What follows belongs to an exercise in optimizing a design on an open flow for small area and a short achievable clock period; a production flow would make more cautious choices. RTL that was checked went through simulation tests only; none was proved equivalent to the original. Power is estimated from default activity; no workload was simulated.

Design System, start of the top module:
module System(RESET, CLK, ENCRYPTED, PASSWD_INIT, FLAG, FOUND, TXD);
	input RESET;
	input CLK;
	input [0:39] ENCRYPTED;
	input [0:39] PASSWD_INIT;
	output FLAG;
	output FOUND;
	output TXD;
	function [7:0] add8;
		input [7:0] x, y;
		input ci;
		integer k;
		reg c;
		begin
			c = ci;
			for (k = 0; k < 8; k = k + 1) begin
				add8[k] = x[k] ^ y[k] ^ c;
				c = (x[k] & y[k]) | (c & (x[k] ^ y[k]));
			end
		end
	endfunction
	function eqsum8;
		input [7:0] x, y, z;
		reg [7:0] k;
		begin
			k = (x & y) | ((x ^ y) & ~z);
			eqsum8 = (x ^ y ^ z) == {k[6:0], 1'b0};
		end
	endfunction
	function eqsum3;
		input [7:0] x, y, c, z;
		reg [7:0] s, k;
		begin
			s = x ^ y ^ c;
			k = (x & y) | (x & c) | (y & c);
			eqsum3 = eqsum8(s, {k[6:0], 1'b0}, z);
		end
	endfunction
	function [6:0] inc7;
		input [6:0] x;
		input c;
		integer k;
		reg t;
		begin
			t = c;
			for (k = 0; k < 7; k = k + 1) begin
				inc7[k] = x[k] ^ t;
				t = t & x[k];
			end
		end
	endfunction
	wire [6:0] e0 = ENCRYPTED[1:7];
	wire [6:0] e1 = ENCRYPTED[9:15];
	wire [6:0] e2 = ENCRYPTED[17:23];
	wire [6:0] e3 = ENCRYPTED[25:31];
	wire [6:0] e4 = ENCRYPTED[33:39];
	wire [6:0] I0 = PASSWD_INIT[1:7];
	wire [6:0] I1 = PASSWD_INIT[9:15];
	wire [6:0] I2 = PASSWD_INIT[17:23];
	wire [6:0] I3 = PASSWD_INIT[25:31];
	wire [6:0] I4 = PASSWD_INIT[33:39];
	reg rst_q;
  ...
clock: 17.0 ns
lec_check: 0
cap_margin: 20
core_margin: 2
core_utilization: 40
slew_margin: 20
standard.sh (not shown) runs the stock make flow with config.mk's settings and CLKGATE_MAP_FILE= SYNTH_SCRIPT=/design/flow/synth_recipe.tcl, a recipe that flattens the netlist after the stock synthesis.
==> flow/flow/run.sh <==
#!/bin/bash
export BUFFER_PORTS_ARGS="-buffer_cell sky130_fd_sc_hd__buf_2"
bash standard.sh > standard.log 2>&1
The first run completed with no timing, DRC or antenna violations.
==> next run, changes <==
--- a/flow/design.v
+++ b/flow/design.v
@@ -75,55 +75,60 @@
 	wire c3 = c4 & w4;
 	wire c2 = c3 & w3;
 	wire c1 = c2 & w2;
 	wire c0 = c1 & w1;
 	wire [6:0] i4 = (c3) ? 7'd0 : inc7(p4, c4);
 	wire [6:0] i3 = (c2) ? 7'd0 : inc7(p3, c3);
 	wire [6:0] i2 = (c1) ? 7'd0 : inc7(p2, c2);
 	wire [6:0] i1 = (c0) ? 7'd0 : inc7(p1, c1);
 	wire [6:0] i0 = inc7(p0, c0);
-	wire topn = top | (c4 & (p4 == 7'd93) & w3 & w2 & w1 & (p0 == 7'd94));
+	function eqk9;
+		input [8:0] x, y, kc;
+		reg [8:0] c;
+		begin
+			c = (x & y) | ((x | y) & ~kc);
+			eqk9 = (x ^ y ^ kc) == {c[7:0], 1'b0};
+		end
+	endfunction
 	wire v = (eqsum8({1'b0, e2}, 8'd2, {1'b0, e0}) | eqsum8({1'b0, e2}, 8'd163, {1'b0, e0})) &
 	         (eqsum8({1'b0, e4}, 8'd1, {1'b0, e3}) | eqsum8({1'b0, e4}, 8'd162, {1'b0, e3}));
 	wire ptop = (e0 == 7'd0) & (e1 == 7'd94) & (e2 == 7'd93) & (e3 == 7'd2) & (e4 == 7'd1);
-	wire r1 = ((I1 == e1[6:1]) & e1[0]) | eqsum8({I1, 1'b1}, 8'd161, {1'b0, e1});
-	wire r02 = eqsum8({1'b0, I0}, {1'b0, I2}, {1'b0, e2}) | eqsum3({1'b0, I0}, {1'b0, I2}, 8'd161, {1'b0, e2});
-	wire r34 = eqsum3({1'b0, I3}, {1'b0, I4}, 8'd3, {1'b0, e4}) | eqsum3({1'b0, I3}, {1'b0, I4}, 8'd164, {1'b0, e4}) |
-		((e4 == 7'd0) & (((I3 == 7'd93) & (I4 == 7'd94)) | ((I3 == 7'd94) & (I4 == 7'd93)))) |
-		((e4 == 7'd1) & (I3 == 7'd94) & (I4 == 7'd94));
-	wire topI = (I0 == 7'd94) & (I1 == 7'd94) & (I2 == 7'd94) & (I3 == 7'd94) & (I4 == 7'd94);
-	wire [7:0] u1 = add8({i1, 1'b1}, 8'd161, 1'b0);
-	wire q1 = ((i1 == e1[6:1]) & e1[0]) | (u1 == {1'b0, e1});
-	wire [7:0] s02 = add8({1'b0, i0}, {1'b0, i2}, 1'b0);
-	wire [7:0] s02b = add8(s02, 8'd161, 1'b0);
-	wire q02 = (s02 == {1'b0, e2}) | (s02b == {1'b0, e2});
-	wire [7:0] s34 = add8({1'b0, i3}, {1'b0, i4}, 1'b1);    
-	wire [7:0] s34a = add8(s34, 8'd2, 1'b0);               
-	wire [7:0] s34b = add8(s34, 8'd163, 1'b0);             
-	wire q34 = (s34a == {1'b0, e4}) | (s34b == {1'b0, e4}) |
-		((e4 == 7'd0) & (s34a == 8'd190)) | ((e4 == 7'd1) & (s34a == 8'd191));
+	wire [6:0] h1a = {1'b0, e1[6:1]};
+	wire [6:0] h1b = {1'b0, e1[6:1]} + 7'd47;
+	wire [6:0] n0 = RESET ? I0 : i0;
+	wire [6:0] n1 = RESET ? I1 : i1;
+	wire [6:0] n2 = RESET ? I2 : i2;
+	wire [6:0] n3 = RESET ? I3 : i3;
+	wire [6:0] n4 = RESET ? I4 : i4;
+	wire [6:0] ne2 = ~e2;
+	wire [6:0] a02 = n0 ^ n2 ^ ne2;
+	wire [6:0] b02 = (n0 & n2) | (n0 & ne2) | (n2 & ne2);
+	wire q02 = eqk9({2'b0, a02}, {1'b0, b02, 1'b0}, 9'd127) | eqk9({2'b0, a02}, {1'b0, b02, 1'b0}, 9'd222);
+	wire [6:0] ne4 = ~e4;
+	wire [6:0] a34 = n3 ^ n4 ^ ne4;
+	wire [6:0] b34 = (n3 & n4) | (n3 & ne4) | (n4 & ne4);
+	wire q34 = eqk9({2'b0, a34}, {1'b0, b34, 1'b0}, 9'd124) | eqk9({2'b0, a34}, {1'b0, b34, 1'b0}, 9'd219) |
+	           eqk9({2'b0, a34}, {1'b0, b34, 1'b0}, 9'd314);
+	wire q1 = e1[0] ? (n1 == h1a) : (n1 == h1b);
+	wire topN = (n0 == 7'd94) & (n1 == 7'd94) & (n2 == 7'd94) & (n3 == 7'd94) & (n4 == 7'd94);
 	reg [14:0] hx;
 	reg hb15;
 	wire hz = hx[13:0] == 14'd0;
 	reg fl;
 	always @(posedge CLK) begin
-		if (RESET) begin
-			p0 <= I0; p1 <= I1; p2 <= I2; p3 <= I3; p4 <= I4;
-		end else begin
-			p0 <= i0; p1 <= i1; p2 <= i2; p3 <= i3; p4 <= i4;
-		end
+		p0 <= n0; p1 <= n1; p2 <= n2; p3 <= n3; p4 <= n4;
 		fv <= v;
-		f1 <= RESET ? r1 : q1;
-		f02 <= RESET ? r02 : q02;
-		f34 <= RESET ? r34 : q34;
+		f1 <= q1;
+		f02 <= q02;
+		f34 <= q34;
 		hx <= rst_q ? 15'd4 : {hx[13:0], hx[14] ^ hx[13] ^ hz};
 		hb15 <= rst_q ? 1'b0 : hb15 ^ (hz & !hx[14]);
-		fl <= ((RESET ? topI : topn) & !ptop) | (hb15 & !rst_q & !RESET);
+		fl <= (topN & !ptop) | (hb15 & !rst_q & !RESET);
 	end
 	assign FOUND = found;
 	assign FLAG = fl;
 	reg [8:0] ph;
 	reg [3:0] j;
 	reg [2:0] b;
 	reg txd;
 	wire [8:0] phe = rst_q ? 9'd0 : ph;
 	wire slot_end = ph == 9'd431;
The new run completed without violations.
Sequential share of layout area came out higher by 4.5 points.
Non-clock buffer count is unchanged.
Total power came out lower by about a fifth.
Area after synthesis came out lower by about a fifth.
Die area came out lower by about a fifth.
Clock power came out lower by a little under a tenth.
Function not checked in the first run of this note: the RTL went through the layout flow alone.


lane 1:
The RTL this note starts from:
==> flow/design.v <==
`timescale 1ns / 1ps
module NextMux(S, A, B, Y);
	input S;
	input [34:0] A, B;
	output [34:0] Y;
	assign Y = S ? A : B;
endmodule
module Check(n0, n1, n2, n3, n4, e0, e1, e2, e3, e4, q02, q34, q1);
	input [6:0] n0, n1, n2, n3, n4, e0, e1, e2, e3, e4;
	output q02, q34, q1;
	function eqk9;
		input [8:0] x, y, kc;
		reg [8:0] c;
		begin
			c = (x & y) | ((x | y) & ~kc);
			eqk9 = (x ^ y ^ kc) == {c[7:0], 1'b0};
		end
	endfunction
	function [6:0] addk7;
		input [6:0] x, kc;
		integer k;
		reg c;
		begin
			c = 1'b0;
			for (k = 0; k < 7; k = k + 1) begin
				addk7[k] = x[k] ^ kc[k] ^ c;
				c = (x[k] & kc[k]) | (c & (x[k] | kc[k]));
			end
		end
	endfunction
	wire [6:0] ne2x = ~e2;
	wire [6:0] ne4x = ~e4;
	wire s0 = e0[0] ^ ne2x[0];
	wire s3 = e3[0] ^ ne4x[0];
	wire v = eqk9({2'b0, e0}, {2'b0, ne2x}, {1'b0, s0, 1'b0, ~s0, 3'b000, ~s0, s0}) &
	         eqk9({2'b0, e3}, {2'b0, ne4x}, {1'b0, ~s3, 1'b0, s3, 4'b0000, s3});
	wire [6:0] h1 = e1[0] ? {1'b0, e1[6:1]} : addk7({1'b0, e1[6:1]}, 7'd47);
	wire [6:0] ne2 = ~e2;
	wire [6:0] a02 = n0 ^ n2 ^ ne2;
	wire [6:0] b02 = (n0 & n2) | (n0 & ne2) | (n2 & ne2);
	assign q02 = eqk9({2'b0, a02}, {1'b0, b02, 1'b0}, {1'b0, ~a02[0], 1'b1, a02[0], 4'b1111, a02[0]});
	wire [6:0] ne4 = ~e4;
	wire [6:0] a34 = n3 ^ n4 ^ ne4;
	wire [6:0] b34 = (n3 & n4) | (n3 & ne4) | (n4 & ne4);
	wire s34 = a34[0];
	wire hi3 = (n3[6:2] == 5'b10111) & (n3[1] ^ n3[0]);
	wire hi4 = (n4[6:2] == 5'b10111) & (n4[1] ^ n4[0]);
	wire x34 = hi3 & hi4 & (e4[6:1] == 6'd0) & (e4[0] ? (n3[1] & n4[1]) : (n3[1] ^ n4[1]));
	assign q34 = eqk9({2'b0, a34}, {1'b0, b34, 1'b0}, {1'b0, s34, 1'b1, ~s34, 2'b11, ~s34, s34, s34}) | x34;
	assign q1 = v & (n1 == h1);
endmodule
module System(RESET, CLK, ENCRYPTED, PASSWD_INIT, FLAG, FOUND, TXD);
	input RESET;
	input CLK;
	input [0:39] ENCRYPTED;
	input [0:39] PASSWD_INIT;
	output FLAG;
	output FOUND;
	output TXD;
	function [6:0] inc7;
		input [6:0] x;
		input c;
		integer k;
		reg t;
		begin
			t = c;
			for (k = 0; k < 7; k = k + 1) begin
				inc7[k] = x[k] ^ t;
				t = t & x[k];
			end
		end
	endfunction
	wire [6:0] e0 = ENCRYPTED[1:7];
	wire [6:0] e1 = ENCRYPTED[9:15];
	wire [6:0] e2 = ENCRYPTED[17:23];
	wire [6:0] e3 = ENCRYPTED[25:31];
	wire [6:0] e4 = ENCRYPTED[33:39];
	wire [34:0] init = {PASSWD_INIT[1:7], PASSWD_INIT[9:15], PASSWD_INIT[17:23], PASSWD_INIT[25:31], PASSWD_INIT[33:39]};
	reg rst_q;
	always @(posedge CLK) rst_q <= RESET;
	reg [6:0] p0, p1, p2, p3, p4;
	reg f02, f34, f1;
	wire found = f02 & f34 & f1;
	wire w4 = p4 == 7'd94;
	wire w3 = p3 == 7'd94;
	wire w2 = p2 == 7'd94;
	wire w1 = p1 == 7'd94;
	wire top = w4 & w3 & w2 & w1 & (p0 == 7'd94);
	wire stop = found | top;
	wire c4 = !stop;
	wire c3 = c4 & w4;
	wire c2 = c3 & w3;
	wire c1 = c2 & w2;
	wire c0 = c1 & w1;
	wire [6:0] i4 = (c3) ? 7'd0 : inc7(p4, c4);
	wire [6:0] i3 = (c2) ? 7'd0 : inc7(p3, c3);
	wire [6:0] i2 = (c1) ? 7'd0 : inc7(p2, c2);
	wire [6:0] i1 = (c0) ? 7'd0 : inc7(p1, c1);
	wire [6:0] i0 = inc7(p0, c0);
	wire [34:0] n;
	NextMux nm(.S(RESET), .A(init), .B({i0, i1, i2, i3, i4}), .Y(n));
	wire [6:0] n0 = n[34:28];
	wire [6:0] n1 = n[27:21];
	wire [6:0] n2 = n[20:14];
	wire [6:0] n3 = n[13:7];
	wire [6:0] n4 = n[6:0];
	wire q02, q34, q1;
	Check ck(.n0(n0), .n1(n1), .n2(n2), .n3(n3), .n4(n4), .e0(e0), .e1(e1), .e2(e2), .e3(e3), .e4(e4),
		.q02(q02), .q34(q34), .q1(q1));
	reg [14:0] hx;
	reg hb15;
	wire hz = hx[13:0] == 14'd0;
	always @(posedge CLK) begin
		p0 <= n0; p1 <= n1; p2 <= n2; p3 <= n3; p4 <= n4;
		f02 <= q02; f34 <= q34;
		f1 <= q1;
		hx <= rst_q ? 15'd2 : {hx[13:0], hx[14] ^ hx[13] ^ hz};
		hb15 <= rst_q ? 1'b0 : hb15 ^ (hz & !hx[14]);
	end
	assign FOUND = found;
	assign FLAG = (top & !found) | (hb15 & !rst_q);
	reg [8:0] ph;     
	reg [3:0] j;
	reg [2:0] b;
	reg txd;
	wire slot_end = ph == 9'd118;
	wire done = b == 3'd6;
	wire [8:0] phn = {ph[7:0], ph[8] ^ ph[4]};
	always @(posedge CLK) begin
		ph <= !stop ? 9'd1 : rst_q ? 9'd2 : slot_end ? 9'd1 : phn;
		if (rst_q) begin
			j <= 4'd6;
			b <= 3'd0;
		end else if (stop && slot_end) begin
			j <= (j == 4'd0) ? 4'd6 : {j[3] ^ (&j[2:0]), j[2] ^ (&j[1:0]), j[1] ^ j[0], ~j[0]};
			if (j == 4'd0 && !done) b <= {b[2] ^ (&b[1:0]), b[1] ^ b[0], ~b[0]};
		end
	end
	wire [7:0] bs = {1'b1, p0[j[2:0]], p1[j[2:0]], p2[j[2:0]], p3[j[2:0]], p4[j[2:0]], 2'b11};
	wire dbit = (j[2:0] == 3'd7) ? (b == 3'd0 || b >= 3'd6) : bs[3'd7 - b];
	wire low = !done & ((j == 4'd7) | (j[3] & !dbit));
	always @(posedge CLK) txd <= RESET | rst_q | !low;
	assign TXD = txd;
endmodule
==> flow/config.mk <==
export PLATFORM = sky130hd
export DESIGN_NAME = System
export DESIGN_NICKNAME = System
export VERILOG_FILES = /design/flow/design.v
export SDC_FILE = /design/flow/constraint.sdc
export NUM_CORES = 4
export LEC_CHECK = 0
export CAP_MARGIN = 20
export CORE_MARGIN = 2
export CORE_UTILIZATION = 60
export SLEW_MARGIN = 20
==> flow/constraint.sdc <==
create_clock -name core_clock -period 17.0 [get_ports {CLK}]
set_input_delay 3.4000 -clock core_clock [delete_from_list [all_inputs] [get_ports {CLK}]]
set_output_delay 3.4000 -clock core_clock [all_outputs]
set_load 0.01 [all_outputs]
==> flow/flow/run.sh <==
#!/bin/bash
export BUFFER_PORTS_ARGS="-buffer_cell sky130_fd_sc_hd__buf_2"
bash standard.sh SETUP_SLACK_MARGIN=12.3 finish > standard.log 2>&1
Looking at the reports, lane 1 completed the entire flow and the layout it produced met the timing, design-rule and antenna checks.
The following lists how lane 2 was set up differently from lane 1:
--- a/flow/design.v
+++ b/flow/design.v
@@ -6,7 +6,7 @@
 	assign Y = S ? A : B;
 endmodule
-module Check(n0, n1, n2, n3, n4, e0, e1, e2, e3, e4, q02, q34, q1);
+module Check(n0, n1, n2, n3, n4, e0, e1, e2, e3, e4, q02, q34, q1, top, ptop);
 	input [6:0] n0, n1, n2, n3, n4, e0, e1, e2, e3, e4;
-	output q02, q34, q1;
+	output q02, q34, q1, top, ptop;
 	function eqk9;
 		input [8:0] x, y, kc;
@@ -29,10 +29,9 @@
 		end
 	endfunction
-	wire [6:0] ne2x = ~e2;
-	wire [6:0] ne4x = ~e4;
-	wire s0 = e0[0] ^ ne2x[0];
-	wire s3 = e3[0] ^ ne4x[0];
-	wire v = eqk9({2'b0, e0}, {2'b0, ne2x}, {1'b0, s0, 1'b0, ~s0, 3'b000, ~s0, s0}) &
-	         eqk9({2'b0, e3}, {2'b0, ne4x}, {1'b0, ~s3, 1'b0, s3, 4'b0000, s3});
+	wire hi2 = (e2[6:2] == 5'b10111) & (e2[1] ^ e2[0]);           
+	wire [6:0] e2p = hi2 ? {6'b0, e2[1]} : addk7(e2, 7'd2);
+	wire [6:0] e4p = (e4 == 7'd94) ? 7'd0 : addk7(e4, 7'd1);
+	wire v = (e0 == e2p) & (e3 == e4p);
+	assign ptop = (e0 == 7'd0) & (e1 == 7'd94) & (e2 == 7'd93) & (e3 == 7'd2) & (e4 == 7'd1);
 	wire [6:0] h1 = e1[0] ? {1'b0, e1[6:1]} : addk7({1'b0, e1[6:1]}, 7'd47);
 	wire [6:0] ne2 = ~e2;
@@ -49,4 +48,5 @@
 	assign q34 = eqk9({2'b0, a34}, {1'b0, b34, 1'b0}, {1'b0, s34, 1'b1, ~s34, 2'b11, ~s34, s34, s34}) | x34;
 	assign q1 = v & (n1 == h1);
+	assign top = (n0 == 7'd94) & (n1 == 7'd94) & (n2 == 7'd94) & (n3 == 7'd94) & (n4 == 7'd94);
 endmodule
 module System(RESET, CLK, ENCRYPTED, PASSWD_INIT, FLAG, FOUND, TXD);
@@ -105,19 +105,22 @@
 	wire [6:0] n3 = n[13:7];
 	wire [6:0] n4 = n[6:0];
-	wire q02, q34, q1;
+	wire q02, q34, q1, topN, ptop;
 	Check ck(.n0(n0), .n1(n1), .n2(n2), .n3(n3), .n4(n4), .e0(e0), .e1(e1), .e2(e2), .e3(e3), .e4(e4),
-		.q02(q02), .q34(q34), .q1(q1));
+		.q02(q02), .q34(q34), .q1(q1), .top(topN), .ptop(ptop));
 	reg [14:0] hx;
 	reg hb15;
 	wire hz = hx[13:0] == 14'd0;
+	reg fle, flh;
 	always @(posedge CLK) begin
 		p0 <= n0; p1 <= n1; p2 <= n2; p3 <= n3; p4 <= n4;
 		f02 <= q02; f34 <= q34;
 		f1 <= q1;
-		hx <= rst_q ? 15'd2 : {hx[13:0], hx[14] ^ hx[13] ^ hz};
+		hx <= rst_q ? 15'd4 : {hx[13:0], hx[14] ^ hx[13] ^ hz};
 		hb15 <= rst_q ? 1'b0 : hb15 ^ (hz & !hx[14]);
+		fle <= topN & !ptop;
+		flh <= hb15 & !rst_q & !RESET;
 	end
 	assign FOUND = found;
-	assign FLAG = (top & !found) | (hb15 & !rst_q);
+	assign FLAG = fle | flh;
 	reg [8:0] ph;     
 	reg [3:0] j;
@@ -137,6 +140,15 @@
 		end
 	end
-	wire [7:0] bs = {1'b1, p0[j[2:0]], p1[j[2:0]], p2[j[2:0]], p3[j[2:0]], p4[j[2:0]], 2'b11};
-	wire dbit = (j[2:0] == 3'd7) ? (b == 3'd0 || b >= 3'd6) : bs[3'd7 - b];
+	reg dbit;
+	always @(*) begin
+		case (b)
+			3'd1: dbit = j[2:0] == 3'd7 ? 1'b0 : p0[j[2:0]];
+			3'd2: dbit = j[2:0] == 3'd7 ? 1'b0 : p1[j[2:0]];
+			3'd3: dbit = j[2:0] == 3'd7 ? 1'b0 : p2[j[2:0]];
+			3'd4: dbit = j[2:0] == 3'd7 ? 1'b0 : p3[j[2:0]];
+			3'd5: dbit = j[2:0] == 3'd7 ? 1'b0 : p4[j[2:0]];
+			default: dbit = 1'b1;
+		endcase
+	end
 	wire low = !done & ((j == 4'd7) | (j[3] & !dbit));
 	always @(posedge CLK) txd <= RESET | rst_q | !low;
Findings:
Clock period minus worst slack: lane 2 worse than lane 1. Taking lane 1 as the reference point, the clock buffer instance count of the final layout of lane 2 falls by 2. Lane 2 — instance count after placement with tap cells included about 7% higher, lane 1 as reference. When lane 2 is set beside lane 1, its final cell count turns out to be about 6.4% larger. Lane 2 -> lane 1: number of cells traversed by the worst hold path delta 0, exact match. Flip-flop and latch count, lane 1 and lane 2: lower on lane 1. In terms of cell internal power dissipation, lane 1 and lane 2 differ only marginally. Portion of netlist area occupied by mux cells: higher on lane 1. Going from lane 1 to lane 2, the sequential-cell power consumption was found to have gone up by about 3%. Between lane 1 and lane 2, the proportion of cell area occupied by multi-input gates is higher for lane 2. In the flow results for lane 1 and lane 2, the basic-gate share of the synthesized area counting and, or, nand and nor cells is larger on lane 2.
The RTL of lane 2 was laid out without a check of its function.

afterwards: timing with drivers on the ports:
The results above use ideal ports. As a check the final layouts listed here were re-extracted and re-timed, cells and wires unchanged.
Step 1, drivers: a clkbuf_16 drives CLK and a buf_2 each remaining input, both assumed.
Step 2 times the ports against the registers' clock, not the clock port: input delays grow and output delays shrink by t, the midpoint of the rising clock arrivals with the driver on.
Slacks: ideal / step 1 / step 2; pairs: ideal / step 1.
run | t, ns | slack for setup (ns) | worst setup path at the end | slew at the worst register clock pin (ns)
the first run of note 1 | 0.374 | 10.553 / 10.553 / 10.553 | register to register | 0.06 / 0.06
the second run of note 1 | 0.374 | 10.576 / 10.590 / 10.216 | input to register | 0.06 / 0.06
lane 1 | 0.380 | 11.680 / 11.643 / 11.263 | input to register | 0.09 / 0.09
lane 2 | 0.377 | 11.621 / 11.595 / 11.218 | input to register | 0.09 / 0.09
After both steps every run listed still meets setup and hold. For lane 1, which loses most, drivers alone change the setup slack by -0.037 ns; drivers and shift together by -0.417 ns.
